Background: an optimization exercise with open tools, aiming at small area, a short achievable clock period and few clock cycles. Do not read the settings as production practice.
Function was checked by simulation only, so behaviour that the tests miss may differ from the original.
Power and IR drop assume default switching activity.

// cpu
module cpu(clk,reset,s,load,in,out,N,V,Z,w);
input clk, reset, s, load;
input [15:0] in;
output [15:0] out;
output N, V, Z, w;
reg [15:0] ir;
reg [15:0] R [0:7];
reg pending;
always @(posedge clk) begin
  if (load) ir <= in;
  pending <= s & ~load & ~reset;
end
wire [15:0] ins = pending ? ir : in;
wire [2:0] opcode = ins[15:13];
wire [1:0] op = ins[12:11];
wire [2:0] rn = ins[10:8];
wire [2:0] rd = ins[7:5];
wire [1:0] sh = ins[4:3];
wire [2:0] rm = ins[2:0];
wire go = ((s & load) | pending) & ~reset;
wire is_movi = (opcode == 3'b110) & (op == 2'b10);
wire is_mov  = (opcode == 3'b110) & (op == 2'b00);
wire is_alu  = (opcode == 3'b101);
wire is_cmp  = is_alu & (op == 2'b01);
wire is_and  = is_alu & (op == 2'b10);
wire writes_c = is_mov | (is_alu & (op != 2'b01));
wire use_a   = is_alu & (op != 2'b11);    
wire inv     = is_alu & op[0];
reg [15:0] p2, g2;
reg a15_2, inv2, and2, wr2, wc2, cmp2;
reg [2:0] wa2;
reg [15:0] c;
reg [2:0] nvz;
wire [15:0] res, out_n;
wire [2:0] nvz_n;
wire [7:0] busy = {8{wr2}} & (8'd1 << wa2);
wire [7:0] sel_n, sel_m;
wire fwd_n, fwd_m;
Instruction_Decoder dec(.pend(pending), .in_n(in[10:8]), .in_m(in[2:0]),
  .ir_n(ir[10:8]), .ir_m(ir[2:0]), .en_n(1'b1), .en_m(1'b1), .busy(busy),
  .sel_n(sel_n), .sel_m(sel_m), .fwd_n(fwd_n), .fwd_m(fwd_m));
reg [15:0] a, bs;
integer k;
always @(*) begin
  a  = {16{fwd_n}} & res;
  bs = {16{fwd_m}} & res;
  for (k = 0; k < 8; k = k + 1) begin
  ...
==> flow/config.mk <==
export PLATFORM = sky130hd
export DESIGN_NAME = cpu
export DESIGN_NICKNAME = cpu
export VERILOG_FILES = /design/flow/design.v
export SDC_FILE = /design/flow/constraint.sdc
export NUM_CORES = 4
export LEC_CHECK = 0
export CAP_MARGIN = 20
export CORE_MARGIN = 2
export CORE_UTILIZATION = 40
export CTS_BUF_LIST = sky130_fd_sc_hd__clkbuf_8
export CTS_CLUSTER_DIAMETER = 50
export CTS_CLUSTER_SIZE = 16
export PLACE_DENSITY = 0.8
export SETUP_SLACK_MARGIN = 2.5
export SLEW_MARGIN = 20
export SYNTH_HIERARCHICAL = 1
export TNS_END_PERCENT = 0
==> flow/constraint.sdc <==
create_clock -name core_clock -period 5.5 [get_ports {clk}]
set_input_delay 1.1000 -clock core_clock [delete_from_list [all_inputs] [get_ports {clk}]]
set_output_delay 1.1000 -clock core_clock [all_outputs]
set_load 0.01 [all_outputs]
standard.sh (not shown) runs the stock make flow with config.mk's settings and CLKGATE_MAP_FILE= SYNTH_SCRIPT=/design/flow/synth_recipe.tcl, a recipe that flattens the netlist after the stock synthesis.
==> flow/flow/run.sh <==
#!/bin/bash
# The standard layout, with plain buffers (rather than the delay cells
# buffer_ports picks by default) on the input and output ports.
set -euo pipefail
bash standard.sh BUFFER_PORTS_ARGS="-buffer_cell sky130_fd_sc_hd__buf_2" finish > standard.log 2>&1
Testbench counts at the start, summed over its fixed seeds: cycles 24,064.
Change:
--- a/flow/config.mk
+++ b/flow/config.mk
@@ -14 +14 @@
-export PLACE_DENSITY = 0.8
+export PLACE_DENSITY = 0.65
Effect:
- The changed run finished with timing, DRC and antenna clean
- clock power climbs by about 5%
- hold slack degrades by 9.6 ps
- register-to-register slack improves by 120 ps

---

The RTL this note starts from:
==> flow/design.v <==
module ALU(
  input  [15:0] p,       
  input  [15:0] g,       
  input         cin,
  input         a15,     
  input         wc,      
  input         cmp,     
  input  [15:0] c,       
  input  [2:0]  nvz,     
  output [15:0] res,     
  output [15:0] out_n,   
  output [2:0]  nvz_n    
);
wire [15:0] gl [0:4];
wire [15:0] pl [0:4];
assign gl[0] = g;
assign pl[0] = p;
genvar l, i;
generate
  for (l = 0; l < 4; l = l + 1) begin : lvl
    for (i = 0; i < 16; i = i + 1) begin : bt
      if (i >= (1 << l)) begin : comb
        assign gl[l+1][i] = gl[l][i] | (pl[l][i] & gl[l][i - (1 << l)]);
        assign pl[l+1][i] = pl[l][i] & pl[l][i - (1 << l)];
      end else begin : pass
        assign gl[l+1][i] = gl[l][i];
        assign pl[l+1][i] = pl[l][i];
      end
    end
  end
endgenerate
wire [15:0] cy = {gl[4][14:0], cin};
wire [15:0] r0 = p;
wire [15:0] r1 = ~p;
wire [15:0] o0 = wc ? r0 : c;
wire [15:0] o1 = wc ? r1 : c;
genvar k;
generate
  for (k = 0; k < 16; k = k + 1) begin : sel
    assign res[k]   = cy[k] ? r1[k] : r0[k];
    assign out_n[k] = cy[k] ? o1[k] : o0[k];
  end
endgenerate
wire s15 = p[15] ^ cy[15];
assign nvz_n = cmp ? {s15, p[15] & (s15 ^ a15), &p} : nvz;
endmodule
module cpu(clk,reset,s,load,in,out,N,V,Z,w);
input clk, reset, s, load;
input [15:0] in;
output [15:0] out;
output N, V, Z, w;
reg [15:0] ir;
reg [15:0] R [0:7];
always @(posedge clk)
  if (load) ir <= in;
wire [15:0] ins = load ? in : ir;
wire [2:0] opcode = ins[15:13];
wire [1:0] op = ins[12:11];
wire [2:0] rn = ins[10:8];
wire [2:0] rd = ins[7:5];
wire [1:0] sh = ins[4:3];
wire [2:0] rm = ins[2:0];
wire go = s & ~reset;
wire is_movi = (opcode == 3'b110) & (op == 2'b10);
wire is_mov  = (opcode == 3'b110) & (op == 2'b00);
wire is_alu  = (opcode == 3'b101);
wire is_cmp  = is_alu & (op == 2'b01);
wire is_and  = is_alu & (op == 2'b10);
wire writes_c = is_mov | (is_alu & (op != 2'b01));
wire use_a   = is_alu & (op != 2'b11);    
wire inv_b   = is_alu & op[0];            
reg [15:0] p2, g2;
reg a15_2, cin2, wr2, wc2, cmp2;
reg [2:0] wa2;
reg [15:0] c;
reg [2:0] nvz;
wire [15:0] res, out_n;
wire [2:0] nvz_n;
wire [7:0] busy = {8{wr2}} & (8'd1 << wa2);
wire [7:0] dec_n = 8'd1 << rn;
wire [7:0] dec_m = 8'd1 << rm;
wire [7:0] sel_n = dec_n & ~busy;
wire [7:0] sel_m = dec_m & ~busy;
wire fwd_n = |(dec_n & busy);
wire fwd_m = |(dec_m & busy);
reg [15:0] a, bs;
integer k;
always @(*) begin
  a  = {16{fwd_n}} & res;
  bs = {16{fwd_m}} & res;
  for (k = 0; k < 8; k = k + 1) begin
    a  = a  | ({16{sel_n[k]}} & R[k]);
    bs = bs | ({16{sel_m[k]}} & R[k]);
  end
end
reg  [15:0] b;
always @(*)
  case (sh)
    2'b00: b = bs;
    2'b01: b = {bs[14:0], 1'b0};
    2'b10: b = {1'b0, bs[15:1]};
    default: b = {bs[15], bs[15:1]};
  endcase
wire [15:0] x = use_a ? a : 16'd0;
wire [15:0] y = is_movi ? {{8{ins[7]}}, ins[7:0]} : (inv_b ? ~b : b);
always @(posedge clk) begin
  p2    <= is_and ? (x & y) : (x ^ y);
  g2    <= is_and ? 16'd0 : ((x & y) | {15'd0, inv_b & (x[0] ^ y[0])});
  a15_2 <= a[15];
  cin2  <= inv_b;
  wr2   <= go & (is_movi | writes_c);
  wc2   <= go & writes_c;
  cmp2  <= go & is_cmp;
  wa2   <= is_movi ? rn : rd;
end
ALU alu(.p(p2), .g(g2), .cin(cin2), .a15(a15_2), .wc(wc2),
        .cmp(cmp2), .c(c), .nvz(nvz), .res(res), .out_n(out_n), .nvz_n(nvz_n));
always @(posedge clk) begin
  if (wr2) R[wa2] <= res;
  c   <= out_n;
  nvz <= nvz_n;
end
assign out = out_n;
assign {N, V, Z} = nvz_n;
assign w = 1'b1;
endmodule
export LEC_CHECK = 0
export ABC_CLOCK_PERIOD_IN_PS = 2800
export CAP_MARGIN = 20
export CORE_MARGIN = 2
export CORE_UTILIZATION = 40
export SETUP_SLACK_MARGIN = 2.5
export SLEW_MARGIN = 20
export TNS_END_PERCENT = 0
create_clock -name core_clock -period 5.5 [get_ports {clk}]
run.sh (not shown) runs the stock make flow with config.mk's settings and CLKGATE_MAP_FILE= SYNTH_SCRIPT=/design/flow/synth_recipe.tcl, a recipe that flattens the netlist after the stock synthesis.
Stock flow here: none of the scripts above is used.
Testbench counts at the start, summed over its fixed seeds: cycles 24,064.
Edit:
==> flow/flow/run.sh (new file) <==
#!/bin/bash
# The standard layout, with plain buffers (rather than the delay cells
# buffer_ports picks by default) on the input and output ports.
set -euo pipefail
bash standard.sh BUFFER_PORTS_ARGS="-buffer_cell sky130_fd_sc_hd__buf_2" finish > standard.log 2>&1
==> flow/standard.sh (new file) <==
#!/bin/bash
# synth_recipe.tcl (not shown) runs the flow's synth.tcl, then flattens the netlist and writes it again
# the make line also repeats each setting of config.mk as NAME=value (left out here)
make -C /OpenROAD-flow-scripts/flow DESIGN_CONFIG=/design/flow/config.mk WORK_HOME=/design/flow/orfs CLKGATE_MAP_FILE= SYNTH_SCRIPT=/design/flow/synth_recipe.tcl "${@:-finish}"
Settings changed: ABC_CLOCK_PERIOD_IN_PS 2800 to not set, CORE_UTILIZATION 40 to 65.
removed: flow/run.sh
Effect: Final area shrinks by about 3.6%; total power came out lower by 3.6%; worst setup slack degrades by 0.044 ns; fmax fell by 1.2%; wire length grows by about 0.6%; combinational power goes down by about 3%; synthesized area does not change.
Edit:
Settings changed: ABC_CLOCK_PERIOD_IN_PS set to 2800, CORE_UTILIZATION 65 to 40.
=> The new run passed the timing, design-rule and antenna checks. Non-clock buffer count drops by 28. Wire length drops by 5.4%. Critical path depth drops by 1. Design area drops by 1.5%. Setup slack improves by 0.073 ns. Power climbs by 1.1%. Die area climbs by 60%.
Edit:
Settings changed: ABC_CLOCK_PERIOD_IN_PS 2800 to not set, CTS_BUF_LIST set to sky130_fd_sc_hd__clkbuf_8, CTS_CLUSTER_DIAMETER set to 60, CTS_CLUSTER_SIZE set to 20, GPL_TIMING_DRIVEN set to 0.
Routed wire length went up by 4.7%.
Power falls by 10%.
Maximum frequency goes down by 2.2%.
Cell area is about the same.
Edit:
Settings changed: GPL_TIMING_DRIVEN 0 to not set.
Effect: Clock skew went up by 0.0056 ns; register-to-register slack loses 0.03 ns; power shrinks by 2.0%; design area goes down by 3.1%; clock-buffer cell count came out higher by 1; final cell count decreases by 3.5%; non-clock buffer count went down by 48.

==> separate check: timing with driven ports <==
The flow's constraints put no driver on any port. The routed layouts listed below were extracted and timed again, unchanged, in two steps. Step 1 sets driving cells, clkbuf_16 on the clock port and buf_2 on the other inputs (assumed; they add their load-dependent delay and slew). Step 2 times the ports against the registers' clock, not the clock port: input delays grow and output delays shrink by t, the midpoint of the rising clock arrivals with the driver on. Slacks: ideal / step 1 / step 2; pairs: ideal / step 1.
run | t (ns) | setup WS [ns] | hold WS [ns]
the first run of note 1 | 0.575 | 2.332 / 2.340 / 1.777 | 0.478 / 0.478 / 0.478
the second run of note 1 | 0.593 | 2.424 / 2.375 / 1.909 | 0.469 / 0.469 / 0.469
the first run of note 2 | 0.565 | 1.842 / 1.839 / 1.302 | 0.467 / 0.467 / 0.467
the second run of note 2 | 0.541 | 1.798 / 1.808 / 1.267 | 0.471 / 0.471 / 0.471
the third run of note 2 | 0.564 | 1.871 / 1.838 / 1.332 | 0.467 / 0.467 / 0.467
the fourth run of note 2 | 0.592 | 1.790 / 1.803 / 1.229 | 0.481 / 0.481 / 0.481
the fifth run of note 2 | 0.561 | 1.845 / 1.842 / 1.302 | 0.474 / 0.474 / 0.474
After both steps setup and hold are still met in every run listed. The setup slack of the fourth run of note 2, which loses most, moves by +0.013 ns with the drivers and by -0.561 ns with both steps.
